From an optimization exercise on the open Yosys and OpenROAD flow, aimed at small area and a short achievable clock period; shortcuts taken in it are not production practice.
Function was not checked in any run shown here: the RTL went through the layout flow alone.
Power figures rest on the tool's default switching activity, not on a simulated workload.

## flow/design.v (module list and top-level ports; edited modules follow where they fit)
// module fa: 6 lines
// module systolic_array: 12106 lines
module systolic_array(
    inp_west0, inp_west4, inp_west8, inp_west12,
    inp_north0, inp_north1, inp_north2, inp_north3,
    result0, result1, result2, result3, result4, result5, result6, result7,
    result8, result9, result10, result11, result12, result13, result14, result15,
    clk, rst, count
);
  // ...
==> flow/run.sh <==
#!/bin/bash
# synth_recipe.tcl (not shown) runs the flow's synth.tcl, then flattens the netlist and writes it again
# the make line also repeats each setting of config.mk as NAME=value (left out here)
make -C /OpenROAD-flow-scripts/flow DESIGN_CONFIG=/design/flow/config.mk WORK_HOME=/design/flow/orfs CLKGATE_MAP_FILE= SYNTH_SCRIPT=/design/flow/synth_recipe.tcl finish
==> flow/config.mk <==
export PLATFORM = sky130hd
export DESIGN_NAME = systolic_array
export DESIGN_NICKNAME = systolic_array
export VERILOG_FILES = /design/flow/design.v
export SDC_FILE = /design/flow/constraint.sdc
export NUM_CORES = 4
export LEC_CHECK = 0
export CAP_MARGIN = 20
export CORE_MARGIN = 2
export CORE_UTILIZATION = 40
export SETUP_SLACK_MARGIN = 0.1
export SLEW_MARGIN = 20
export SYNTH_HIERARCHICAL = 1
==> flow/constraint.sdc <==
create_clock -name core_clock -period 7.0 [get_ports {clk}]
set_input_delay 1.4000 -clock core_clock [delete_from_list [all_inputs] [get_ports {clk}]]
set_output_delay 1.4000 -clock core_clock [all_outputs]
set_load 0.01 [all_outputs]
==> insert_results.sql, run 1 <==
INSERT INTO impl_metrics (metric_group, metric, value, unit) VALUES
('final_layout', 'diodes', '25', ''),
('cts', 'root_buffer', 'sky130_fd_sc_hd__clkbuf_16', ''),
('timing', 'rsz0062_at_grt', 'yes', ''),
('detailed_routing', 'final_antenna_net_count', '0', ''),
('detailed_routing', 'met2_length', '233', 'mm'),
('timing', 'fmax', '147', 'MHz'),
('status', 'run_status', 'timing/DRC/antenna clean', ''),
('yosys', 'yosysUniqueCellTypes', '80', ''),
('final_layout', 'inverters_excl_clock', '98', ''),
('power', 'power.clock.fraction', '0.147', ''),
('final_layout', 'seq-cell-share', '0.106', ''),
('grt', 'grt_antenna_before_repair', '39', ''),
('floorplanning', 'dieWidth', '616', 'um'),
('detailed_routing', 'vias_per_cell', '5.30', ''),
('critical_path', 'arrival', '7.52', 'ns'),
('yosys', 'synth-edff-count', '0', ''),
('final_layout', 'commonest_non_fill_non_tap_cell_in_the_layout', 'sky130_fd_sc_hd__fa_1', ''),
('timing', 'final-max-slew-violation-count', '0', ''),
('placed_design', 'place.port_buffers', '649', ''),
('final_layout', 'n_all_buffers', '1812', ''),
('timing', 'clock-skew-final', '0.0701', 'ns'),
('power', 'pwr_density_cell', '299', 'nW/um^2'),
('critical_path', 'critical-path-slowest-cell', 'sky130_fd_sc_hd__clkdlybuf4s50_1', ''),
('cts', 'clock_tree.buffer_depth', '4', ''),
('yosys', 'synth_seq_cells', '904', ''),
('yosys', 'syn_area', '150000', 'um^2'),
('yosys', 'synth_sequential_area_ratio', '0.121', ''),
('cts', 'post_cts.resized_instances', '0', ''),
('yosys', 'post_synth_main_area_contributors', 'sky130_fd_sc_hd__fa_1 (48%), sky130_fd_sc_hd__dfxtp_1 (12%), sky130_fd_sc_hd__nor2_1 (7.4%)', '');
==> run 2: changes to the inputs <==
--- a/flow/config.mk
+++ b/flow/config.mk
@@ -8,6 +8,6 @@
 export CAP_MARGIN = 20
 export CORE_MARGIN = 2
 export CORE_UTILIZATION = 40
-export SETUP_SLACK_MARGIN = 0.1
+export SETUP_SLACK_MARGIN = 2.5
 export SLEW_MARGIN = 20
 export SYNTH_HIERARCHICAL = 1
==> run 2 against run 1 <==
The layout now fails its checks (antenna rules). Core utilization grew 7.8 points. Clock-buffer cell count shrank 12. Wire length grew 8.5%. Combinational power grew 41%. Critical path depth is the same. Power grew 29%. Largest cell class unchanged. Global-route usage grew 1.7 points. Flip-flop and latch count is the same. Synthesized area is the same.
==> insert_results.sql, run 2 <==
INSERT INTO impl_metrics (metric_group, metric, value, unit) VALUES
('status', 'failed_layout_checks', 'antenna rules', ''),
('grt', 'grt_antenna_before_repair', '56', ''),
('floorplanning', 'initial_core_util', '0.402', ''),
('placed_design', 'detailedPlace.worstSlack', '-0.433', 'ns'),
('yosys', 'post_synth_most_frequent_cells', 'sky130_fd_sc_hd__fa_1 (3600), sky130_fd_sc_hd__nor2_1 (2935), sky130_fd_sc_hd__nor2b_1 (1632)', ''),
('yosys', 'synth.largest_area_cell', 'sky130_fd_sc_hd__fa_1', ''),
('status', 'run_status', 'failed layout checks', ''),
('critical_path', 'worst_setup_path_start_kind', 'primary input', ''),
('yosys', 'synth-edff-count', '0', ''),
('timing', 'finalHoldWorstSlack', '0.488', 'ns'),
('placed_design', 'placedInstanceArea', '172000', 'um^2'),
('timing', 'setup_viol', '0', ''),
('floorplanning', 'chipHeight', '616', 'um'),
('grt', 'global_route.peak_usage_layer', 'met2', ''),
('critical_path', 'timing_worst_setup_path_type', 'in2reg', ''),
('power', 'pwr_density_cell', '329', 'nW/um^2'),
('floorplanning', 'core_area', '372000', 'um^2'),
('final_layout', 'area_growth', '33.7', '%'),
('final_layout', 'fillers', '31900', ''),
('floorplanning', 'io_pins', '1290', ''),
('timing', 'fmax', '164', 'MHz'),
('final_layout', 'final_net_count', '21300', ''),
('timing', 'clock-skew-final', '0.0733', 'ns'),
('yosys', 'synthFlopType', 'sky130_fd_sc_hd__dfxtp_1', ''),
('cts', 'tritoncts', 'built', ''),
('detailed_routing', 'drt_first_iter_violations', '7645', ''),
('floorplanning', 'dieWidth', '616', 'um'),
('yosys', 'postSynthAreaPerCell', '10.2', 'um^2'),
('detailed_routing', 'firstDrtPassIters', '6', ''),
('critical_path', 'timing.critical_path.required', '7.71', 'ns'),
('cts', 'hold_buffer_count_at_cts', '0', ''),
('final_layout', 'post_layout_nonfiller_instances', '21800', ''),
('critical_path', 'worstSetupEndpointType', 'flip-flop', ''),
('grt', 'grt_use_total', '0.282', ''),
('final_layout', 'layout_common_cells', 'sky130_fd_sc_hd__fa_1 (2585), sky130_fd_sc_hd__nor2_1 (2519), sky130_fd_sc_hd__buf_4 (1422), sky130_fd_sc_hd__nor2b_1 (1259), sky130_fd_sc_hd__fa_2 (1015)', ''),
('yosys', 'post_synth_inst_count', '14700', ''),
('yosys', 'yosys.cell_count.top_type', 'sky130_fd_sc_hd__fa_1', ''),
('placed_design', 'gpl.final_weighted_congestion', '0.914', ''),
('final_layout', 'post_route_cells_drive_above_1_share', '0.360', ''),
('critical_path', 'arrival', '6.81', 'ns'),
('detailed_routing', 'drt-total-wl', '541', 'mm'),
('timing', 'slew_headroom', '0.404', ''),
('timing', 'rsz0062_at_grt', 'yes', ''),
('job', 'drv.max_cap_violation_count', '0', ''),
('placed_design', 'dpl.cell_count', '20300', ''),
('cts', 'clock-sinks', '904', ''),
('final_layout', 'commonest_non_fill_non_tap_cell_in_the_layout', 'sky130_fd_sc_hd__fa_1', ''),
('timing', 'finalCriticalPeriod', '6.10', 'ns'),
('floorplanning', 'rows', '224', ''),
('grt', 'globalRouteMet3Util', '0.0542', ''),
('cts', 'tritoncts.num_buffers', '139', ''),
('placed_design', 'hpwlAfterDp', '406', 'mm'),
('cts', 'htree_num_levels', '4', ''),
('grt', 'grt_pass1_vias', '127000', ''),
('placed_design', 'place.port_buffers', '649', ''),
('timing', 'fin_setup_tns', '0', 'ns'),
('yosys', 'post_synth_main_area_contributors', 'sky130_fd_sc_hd__fa_1 (48%), sky130_fd_sc_hd__dfxtp_1 (12%), sky130_fd_sc_hd__nor2_1 (7.4%)', ''),
('yosys', 'synthDominantCellAreaShare', '0.481', ''),
('timing', 'postLayoutSetupSlackWorst', '0.897', 'ns'),
('yosys', 'yosysWarningCount', '7', ''),
('grt', 'grtUsageMet2', '0.464', ''),
('grt', 'grt.overflow.total', '0', ''),
('detailed_routing', 'route.vias.total', '116000', ''),
('yosys', 'syn_area', '150000', 'um^2'),
('cts', 'path_clk_slew', '0.06', 'ns'),
('yosys', 'synth_seq_cells', '904', ''),
('grt', 'm1_gr_usage', '0.350', ''),
('timing', 'worst-slew-pin-transition', '0.895', 'ns'),
('grt', 'grt_first_pass_wirelength', '807', 'mm'),
('grt', 'grt_start_max_net_pins', '147', ''),
('timing', 'post-route-period-util', '0.872', ''),
('power', 'ir_worst_vdd', '928', 'uV'),
('timing', 'hold_viol', '0', ''),
('final_layout', 'layout.cell_area.non_filler', '200000', 'um^2'),
('detailed_routing', 'final_antenna_net_count', '1', ''),
('yosys', 'synthArstFlopShare', '0', ''),
('cts', 'root_buffer', 'sky130_fd_sc_hd__clkbuf_16', ''),
('power', 'p_total', '65.8', 'mW'),
('cts', 'clock_latency', '0.90', 'ns'),
('power', 'leakagePower', '89.5', 'nW'),
('floorplanning', 'die-area', '380000', 'um^2'),
('yosys', 'synth_sequential_area_ratio', '0.121', ''),
('final_layout', 'utilization', '0.538', ''),
('min_path', 'worst_hold_path_type', 'reg2reg', ''),
('detailed_routing', 'vias_per_cell', '5.33', ''),
('cts', 'clock_tree.buffer_depth', '4', ''),
('detailed_routing', 'avgRoutedWirePerCell', '24.8', 'um'),
('timing', 'final-max-slew-violation-count', '0', ''),
('yosys', 'yosysUniqueCellTypes', '80', ''),
('critical_path', 'path_max_fanout', '5', ''),
('detailed_routing', 'post-route-drc-count', '0', '');
==> run 2: modules after synthesis, one instance, submodules excluded <==
module	flip-flops and latches	cells
fa	0	1
systolic_array	904	11100
==> run 2: final cells by class <==
class | count | area (um^2) | share of cell area
tap | 4972 | 6220 | 0.0311
inverter | 98 | 375 | 0.00187
sequential | 904 | 19100 | 0.0952
clock buffer | 173 | 3810 | 0.0190
timing repair buffer | 2814 | 28300 | 0.141
multi-input combinational | 12700 | 141000 | 0.705
clock inverter | 67 | 970 | 0.00484
antenna | 122 | 305 | 0.00152
==> run 2: power breakdown <==
group          switching (mW)  internal, mW
registers                1.70          6.14
clock network            3.14          4.49
logic                    24.7          25.7
total                    29.6          36.3
==> run 2: timing repair <==
action                      CTS  global route
cloned                       34             3
resized for setup          3036           985
pin swaps                  1101           856
setup endpoints to repair   357           345
buffers inserted            867           282
==> run 2: path summary, 6_finish.rpt <==
kind | cells past startpoint | slack, ns | start | end
max | 19 | 0.90 | inp_north2[6] | acc2[30]
min | 1 | 0.49 | count[0] | count[0]
max reg2reg | 18 | 0.92 | s1_3[9] | acc11[28]
min reg2reg | 1 | 0.49 | count[0] | count[0]
==> run 2: cells by family after synthesis <==
| kind of cell | after synthesis | synth area share |
|---|---|---|
| XOR/XNOR | 418 | 0.0244 |
| AND/OR/NAND/NOR | 5919 | 0.193 |
| adder cells (fa/ha/maj) | 4353 | 0.544 |
| other | 1 | 0.0000250 |
| multiplexers | 18 | 0.00136 |
| flip-flops | 904 | 0.121 |
| buffers and inverters | 1587 | 0.0526 |
| AO/OA/AOI/OAI | 1464 | 0.0639 |
==> run 2: per-layer routing <==
| layer | part of all wire | wire (um) | vias up |
|---|---|---|---|
| met2 | 0.48 | 259000 | 4555 |
| met1 | 0.38 | 205000 | 60900 |
| met5 | 0.00013 | 69 | - |
| li1 | - | - | 49700 |
| met3 | 0.073 | 39400 | 1211 |
| met4 | 0.069 | 37200 | 10 |
==> run 2: worst max-delay path: stages <==
cell	delay, ns
sky130_fd_sc_hd__buf_6	0.09
sky130_fd_sc_hd__buf_8	0.13
sky130_fd_sc_hd__buf_6	0.11
sky130_fd_sc_hd__nor2b_4	0.12
sky130_fd_sc_hd__fa_2	0.48
sky130_fd_sc_hd__fa_2	0.41
sky130_fd_sc_hd__fa_1	0.56
sky130_fd_sc_hd__fa_1	0.45
sky130_fd_sc_hd__fa_1	0.48
sky130_fd_sc_hd__fa_1	0.56
sky130_fd_sc_hd__ha_4	0.21
sky130_fd_sc_hd__a21o_1	0.18
sky130_fd_sc_hd__a221o_1	0.36
sky130_fd_sc_hd__a21o_1	0.21
sky130_fd_sc_hd__a221o_1	0.30
sky130_fd_sc_hd__a21o_1	0.21
sky130_fd_sc_hd__a311oi_2	0.30
sky130_fd_sc_hd__xor2_1	0.19
sky130_fd_sc_hd__nor2_1	0.05

## afterwards: timing with drivers on the ports
In the flow no input, the clock included, has a driving cell. The finished layouts below were timed again as built, in two steps.
Step 1: set_driving_cell puts a clkbuf_16 on clk and a buf_2 on each other input, an assumption about the parent block.
Step 2 moves the port delays by t, midway between the first and last clock arrival at a register: inputs arrive t later, outputs are due t later. That takes back most of the time a late clock gives input paths.
Slacks: ideal / step 1 / step 2; pairs: ideal / step 1.
run | t (ns) | setup slack, ns | hold slack, ns | worst slew at a driven data input, ns | cell pins on the clock port's net
run 1 | 0.964 | 0.214 / 0.212 / -0.752 | 0.448 / 0.448 / 0.448 | 0.14 | 1
run 2 | 0.974 | 0.897 / 0.871 / -0.103 | 0.488 / 0.488 / 0.488 | 0.21 | 1
The setup slack of run 2, which loses most, moves by -0.026 ns with the drivers and by -1.000 ns with both steps.
